From an optimization exercise on the open Yosys and OpenROAD flow, aimed at small area; shortcuts taken in it are not production practice. Function was checked by simulation only, so behaviour that the tests miss may differ from the original. Power and IR drop assume default switching activity.

$ cat config.mk
export PLATFORM = sky130hd
export DESIGN_NAME = ibis_texture_mapper
export DESIGN_NICKNAME = ibis_texture_mapper
export VERILOG_FILES = /design/flow/design.v
export SDC_FILE = /design/flow/constraint.sdc
export NUM_CORES = 4
export LEC_CHECK = 0
export CAP_MARGIN = 20
export CORE_MARGIN = 2
export CORE_UTILIZATION = 40
export SLEW_MARGIN = 20
$ cat run.sh
#!/bin/bash
# synth_recipe.tcl (not shown) runs the flow's synth.tcl, then flattens the netlist and writes it again
# the make line also repeats each setting of config.mk as NAME=value (left out here)
make -C /OpenROAD-flow-scripts/flow DESIGN_CONFIG=/design/flow/config.mk WORK_HOME=/design/flow/orfs CLKGATE_MAP_FILE= SYNTH_SCRIPT=/design/flow/synth_recipe.tcl finish
$ cat constraint.sdc
create_clock -name core_clock -period 10.0 [get_ports {aclk}]
set_input_delay 2.0000 -clock core_clock [delete_from_list [all_inputs] [get_ports {aclk}]]
set_output_delay 2.0000 -clock core_clock [all_outputs]
set_load 0.01 [all_outputs]
$ cat design.v
`timescale 1ns / 1ps
`default_nettype none
module ibis_texture_mapper
#(parameter TILE_SIZE_POW2_MAX = 9,
  parameter WIDTH = 11)
 (input wire logic aclk,
  input wire logic aresetn,
  input wire logic enable,
  input wire logic unsigned [6:0] write_registers,
  input wire logic unsigned [WIDTH - 1:0] x,
  input wire logic unsigned [WIDTH - 1:0] y,
  input wire logic unsigned [2:0] texture_power2,
  input wire logic signed [17:0] texture_matrixA,
  input wire logic signed [17:0] texture_matrixB,
  input wire logic signed [17:0] texture_matrixC,
  input wire logic signed [17:0] texture_matrixD,
  input wire logic signed [17:0] texture_translateX,
  input wire logic signed [17:0] texture_translateY,
  output logic unsigned [(TILE_SIZE_POW2_MAX * 2) - 1:0] map_address,
  output logic stencil_test,
  output logic stencil_step,
  output logic ready);
  logic [4:0] r_js;
  always_ff @(posedge aclk) begin
    if(!aresetn) r_js <= 5'b00000;
    else if(enable) r_js <= {r_js[3:0], ~r_js[4]};
  end
  wire ph0 = ~r_js[4] & ~r_js[0];
  wire ph1 =  r_js[0] & ~r_js[1];
  wire ph2 =  r_js[1] & ~r_js[2];
  wire ph3 =  r_js[2] & ~r_js[3];
  wire ph4 =  r_js[3] & ~r_js[4];
  wire ph5 =  r_js[4] &  r_js[0];
  wire ph6 = ~r_js[0] &  r_js[1];
  wire ph7 = ~r_js[1] &  r_js[2];
  wire ph8 = ~r_js[2] &  r_js[3];
  wire ph9 = ~r_js[3] &  r_js[4];
  logic [2:0] r_tp;  
  logic signed [17:0] r_A, r_B, r_C, r_D, r_Tx, r_Ty;
  wire wr = enable & ph0;
  always_ff @(posedge aclk) begin
    if(!aresetn) begin
      r_A <= 18'sh00100; r_B <= 18'sh0; r_C <= 18'sh0; r_D <= 18'sh00100;
      r_Tx <= 18'sh0; r_Ty <= 18'sh0; r_tp <= 3'd4;
    end else begin
      if(wr & write_registers[0]) r_A <= texture_matrixA;
      if(wr & write_registers[1]) r_B <= texture_matrixB;
      if(wr & write_registers[2]) r_C <= texture_matrixC;
      if(wr & write_registers[3]) r_D <= texture_matrixD;
      if(wr & write_registers[4]) r_Tx <= texture_translateX;
      if(wr & write_registers[5]) r_Ty <= texture_translateY;
      if(wr & write_registers[6]) r_tp <= texture_power2;
    end
  end
  logic [9:0] r_xh, r_yh;
  always_ff @(posedge aclk) begin
    if(enable & ph1) r_xh <= {1'b0, x[8:0]} - r_Tx[17:8] - {9'b0, |r_Tx[7:0]};
    if(enable & ph3) r_yh <= {1'b0, y[8:0]} - r_Ty[17:8] - {9'b0, |r_Ty[7:0]};
  end
  wire useY = ph2 | ph4 | ph6 | ph8;
  wire hi   = ph3 | ph4 | ph7 | ph8;
  wire start = ph1 | ph5;
  wire [7:0] lo = -(useY ? r_Ty[7:0] : r_Tx[7:0]);
  wire [9:0] hv = useY ? r_yh : r_xh;
  wire [10:0] win = hi ? {hv, 1'b0} : {2'b00, lo, 1'b0};
  logic signed [17:0] msel;
  always_comb begin
    if(ph1 | ph3) msel = r_A;
    else if(ph2 | ph4) msel = r_B;
    else if(ph5 | ph7) msel = r_C;
    else msel = r_D;
  end
  logic signed [27:0] r_S;
  logic signed [27:0] acc_in;
  always_comb begin
    if(start) acc_in = 28'sd1 << (17 + r_tp);
    else if(ph3 | ph7) acc_in = r_S >>> 8;
    else acc_in = r_S;
  end
  localparam logic [27:0] BOOTH_C = -(28'd341 << 18);
  logic [27:0] pp_sum;
  always_comb begin
    logic [18:0] sel, r;
    logic neg, one, two;
    pp_sum = BOOTH_C;
    for(int j = 0; j < 5; j++) begin
      neg = win[2*j+2];
      one = win[2*j+1] ^ win[2*j];
      two = (win[2*j+2] & ~win[2*j+1] & ~win[2*j]) | (~win[2*j+2] & win[2*j+1] & win[2*j]);
      sel = one ? {msel[17], msel} : (two ? {msel, 1'b0} : 19'b0);
      r = sel ^ {19{neg}};
      pp_sum = pp_sum + ({9'b0, ~r[18], r[17:0]} << (2*j)) + ({27'b0, neg} << (2*j));
    end
  end
  wire [27:0] sum = acc_in + pp_sum;
  always_ff @(posedge aclk) begin
    if(enable & ~ph9 & ~ph0) r_S <= sum;
  end
  function automatic logic zero_hi(input logic [27:0] h, input logic [2:0] tp);
    logic [7:0] m;
    m = 8'hff << tp;  
    zero_hi = ~|h[27:18] & ~|(h[17:10] & m);
  endfunction
  logic [8:0] r_uk;  
  logic r_zu;        
  always_ff @(posedge aclk) begin
    if(enable & ph4) begin
      r_uk <= sum[16:8];
      r_zu <= zero_hi(sum, r_tp);
    end
  end
  logic r_sx, r_sy, r_tx, r_ty;
  always_ff @(posedge aclk) begin
    if(!aresetn) begin
      r_sx <= 1'b0;
      r_sy <= 1'b0;
    end else begin
      if(enable & ph6) r_sx <= r_zu;
      if(enable & ph8) r_sy <= zero_hi(sum, r_tp);
    end
  end
  always_ff @(posedge aclk) begin
    if(enable & ph8) begin
      r_tx <= ~r_uk[r_tp];
      r_ty <= ~sum[8 + r_tp];
    end
  end
  logic [17:0] r_addr;
  logic [17:0] addr_n;
  always_comb begin
    addr_n = 18'b0;
    for(int i = 0; i < 9; i++) begin
      if(i <= r_tp + 1) begin
        addr_n[i] = r_uk[i];
      end
    end
    for(int i = 0; i < 9; i++) begin
      if(i <= r_tp + 1) begin
        addr_n[i + r_tp + 2] = r_S[8 + i];
      end
    end
  end
  always_ff @(posedge aclk) begin
    if(enable & ph9) r_addr <= addr_n;
  end
  assign map_address = r_addr;
  assign ready = ph9;
  assign stencil_test = r_sx & r_sy;
  assign stencil_step = r_tx & r_ty;
endmodule
==> run summary <==
- Initial drt markers: 2030
- Root buffer cell: clkbuf_16
- Area growth, synth to finish: 13.2%
- Post-route ant nets: 0
- CP endpoint kind: register
- Initial Util: 0.405
- Dpl cell area: 0.0213 mm²
- Post-route minimum period: 8670 ps
- EDFF count, synth: 78
- Fin. max-slew vios: 0
- # resized after CTS: 0
- Die Wd: 224 µm
- DRC violations left: 0
- Core footprint: 0.0477 mm²
- Clk slew on worst S/H paths: 80 ps
- Design area: 0.0219 mm²
- Post-synthesis async set-or-reset flop share: 0
- #FFs+latches synth: 196
- Synth Instances: 2460
- Drt wl/cell: 21.7 µm
- Most frequent cells in the layout: nand2_1, nor2_1, a21oi_1, clkdlybuf4s50_1, inv_1
- Final WS setup: 1330 ps
- Commonest non-fill, non-tap cell in the layout: nand2_1
- RSZ-0062 raised after global routing: no
- Largest net degree at the start of global routing: 65
- Data arrival, critical path: 9070 ps
- Worst skew pair latency: 500 ps
- Pre-antenna DRT Iters: 6
- FF-to-FF path depth: 24
- Clock Skew: 13.3 ps
- Max VDD drop: 0.357 mV
- Hold Path Stages: 2
- GP Congestion: 0.956
- Setup Buffers After CTS: 0
- Tightest Pin Transition: 1140 ps
- Placement Rows: 80
- Peak Freq: 115 MHz
- Min Hold Slack: 466 ps
- Worst setup path class: register to register
- Die area: 0.0501 mm²
- Final setup fails: 0
- Vias/cell: 5.97
- Sum Neg Setup Slack: 0 ps
- Final Hold Fails: 0
- Die span in y: 224 µm
- Synth cell types: 92
- Via count: 18600
- Relative slew margins: 0.236
- Kind of start point of the critical path: register
- CTS HTree Levels: 4
- CTS Buffer Depth: 2
- Syn Nets: 2803
- CTS tree: built
- Final-stage net count: 2840
- N_diodes: 0
- Fin crit share: 0.867
- Netlist Area Pre-Place: 0.0193 mm²
- First-pass GRT wire length: 103000 µm
- Max_cap viols: 0
- Status: finished clean
- Initial antenna violation count: 0
- Yosys warning count: 1
- Fillcell total: 4811
- Main flop type after synthesis: dfxtp_1
- Power per cell area: 416 mW/mm²
- Inserted Clock Buffers: 17
- Post-layout util: 0.458
- Lkg Pwr: 8.65 nW
- Worst-path fanout max: 32
- Buffers on Ports: 159
- Worst hold-check path type: register to register
- Crit path required time: 10400 ps
- Seq/Total Area, Yosys: 0.243
- Vias in the first global route: 17700
- IO Count: 164
- Hpwl dp: 51900 µm
- Cts hold-fix bufs: 0
- Total wire length: 67800 µm
- Grt ovf: 0
- Placement Setup Slack: 1370 ps
- CTS Sinks: 196
- Layout cells sized above 1: 0.0602
- GRT Util Overall: 0.268
- Avg Synthesized Cell Area: 7.86 µm²
## final timing paths
kind | startpoint | endpoint | slack (ps)
setup / recovery | r_js[2] | r_sy | 1330
hold / removal | r_D[3] | r_D[3] | 470
setup reg to reg | r_js[2] | r_sy | 1330
hold reg to reg | r_D[3] | r_D[3] | 470
## critical path: stages (launching register included)
cell      delay, ps
dfxtp_1         590
nand2_2         150
a22oi_4         800
nor2_1          130
a21oi_1         280
mux2i_4         170
buf_4           310
nor2_1          900
a22oi_1         290
fa_1            630
inv_1            70
fa_1            500
fa_1            540
inv_1            50
fa_1            520
inv_1            40
ha_1            360
nand4b_1        170
a21oi_2         300
o21ai_0         210
nor3_1          290
o221ai_1        210
or3_1           370
or3_1           370
o32ai_2         270
## power breakdown
| part | switching, mW | internal, mW | total, mW |
|---|---|---|---|
| logic | 4.23 | 2.75 | 6.98 |
| clock network | 0.356 | 0.370 | 0.726 |
| registers | 0.105 | 1.30 | 1.41 |
| total | 4.69 | 4.42 | 9.11 |
## cells by family after synthesis
logic type	Yosys count	share of synthesized area
xor+xnor	60	0.0280
fa+ha+maj	205	0.161
compound gates	785	0.277
buf+inv	339	0.0728
mux	57	0.0329
simple gates	818	0.185
flops	196	0.243
## Yosys cell counts (all sizes together), types with 5 or more instances
| library cell | number | share of area |
|---|---|---|
| o21ai | 148 | 0.038 |
| a21boi | 115 | 0.045 |
| a22oi | 48 | 0.020 |
| a31oi | 34 | 0.011 |
| clkbuf | 119 | 0.023 |
| maj3 | 5 | 0.0028 |
| nand2b | 24 | 0.0078 |
| or3 | 6 | 0.0019 |
| ha | 125 | 0.081 |
| o22ai | 62 | 0.020 |
| edfxtp | 78 | 0.12 |
| mux2i | 47 | 0.025 |
| dfxtp | 118 | 0.12 |
| a311oi | 18 | 0.0082 |
| and3 | 16 | 0.0052 |
| inv | 147 | 0.029 |
| nor3 | 32 | 0.0091 |
| xnor2 | 45 | 0.021 |
| a211oi | 9 | 0.0035 |
| fa | 75 | 0.078 |
| nand2 | 441 | 0.086 |
| o32ai | 6 | 0.0031 |
| nor2b | 25 | 0.0081 |
| o211ai | 7 | 0.0027 |
| nand3 | 56 | 0.014 |
| and2 | 25 | 0.0081 |
| a21oi | 168 | 0.045 |
| a221o | 7 | 0.0036 |
| nor2 | 164 | 0.032 |
| xor2 | 15 | 0.0068 |
| mux2 | 6 | 0.0037 |
| a221oi | 41 | 0.022 |
| a21o | 15 | 0.0058 |
| buf | 73 | 0.021 |
| o31ai | 5 | 0.0019 |
| a32oi | 31 | 0.014 |
| o221ai | 17 | 0.0077 |
| a22o | 20 | 0.0091 |
## area by class of cell
class,instances,area [µm²],share of cell area
Inverter,147,552,0.0252
Multi-Input combinational cell,1925,13300,0.607
Tap cell,615,769,0.0352
Sequential cell,196,4700,0.215
Clock inverter,13,154,0.00703
Timing Repair Buffer,210,1960,0.0897
Clock buffer,19,454,0.0207
## sequential cells by signal (all words and copies together), names as in the netlist, 5 cells and up
name,count
r_A,18
r_B,18
r_C,18
r_D,18
r_S,28
r_Tx,18
r_Ty,18
r_addr,18
r_js,5
r_uk,9
r_xh,10
r_yh,10
## per-stage QoR
step | instances | total power [mW]
detailed placement | 3092 | 8.29
global route | 3125 | 9.94
floorplan | 2460 | 6.71
CTS | 3124 | 9.07
finish | 3125 | 9.11
global placement | 3090 | 8.19
## routing by layer
metal,track usage,part of all wire
met1,0.328,0.41
met2,0.450,0.47
met3,0.0379,0.057
met4,0.159,0.058
met5,0,0

==> separate check: timing with driven ports <==
No port has a modelled driver above. Below, the same layout with a new extraction and two added sets of constraints. Step 1: set_driving_cell puts a clkbuf_16 on aclk and a buf_2 on each other input, an assumption about the parent block. Step 2 moves the port delays by t, midway between the first and last clock arrival at a register: inputs arrive t later, outputs are due t later. That takes back most of the time a late clock gives input paths. a / b / c = no drivers / after step 1 / after step 2; a / b = the first two.
t (ns): 0.548
setup slack, ns: 1.332 / 1.332 / 1.332
worst register clock-pin slew, ns: 0.08 / 0.08
worst slew at a driven data input, ns: 0.07
pins driven straight from the clock port: 1
After both steps this run still meets setup and hold. The setup slack of this run moves by 0.000 ns with the drivers and by 0.000 ns with both steps.
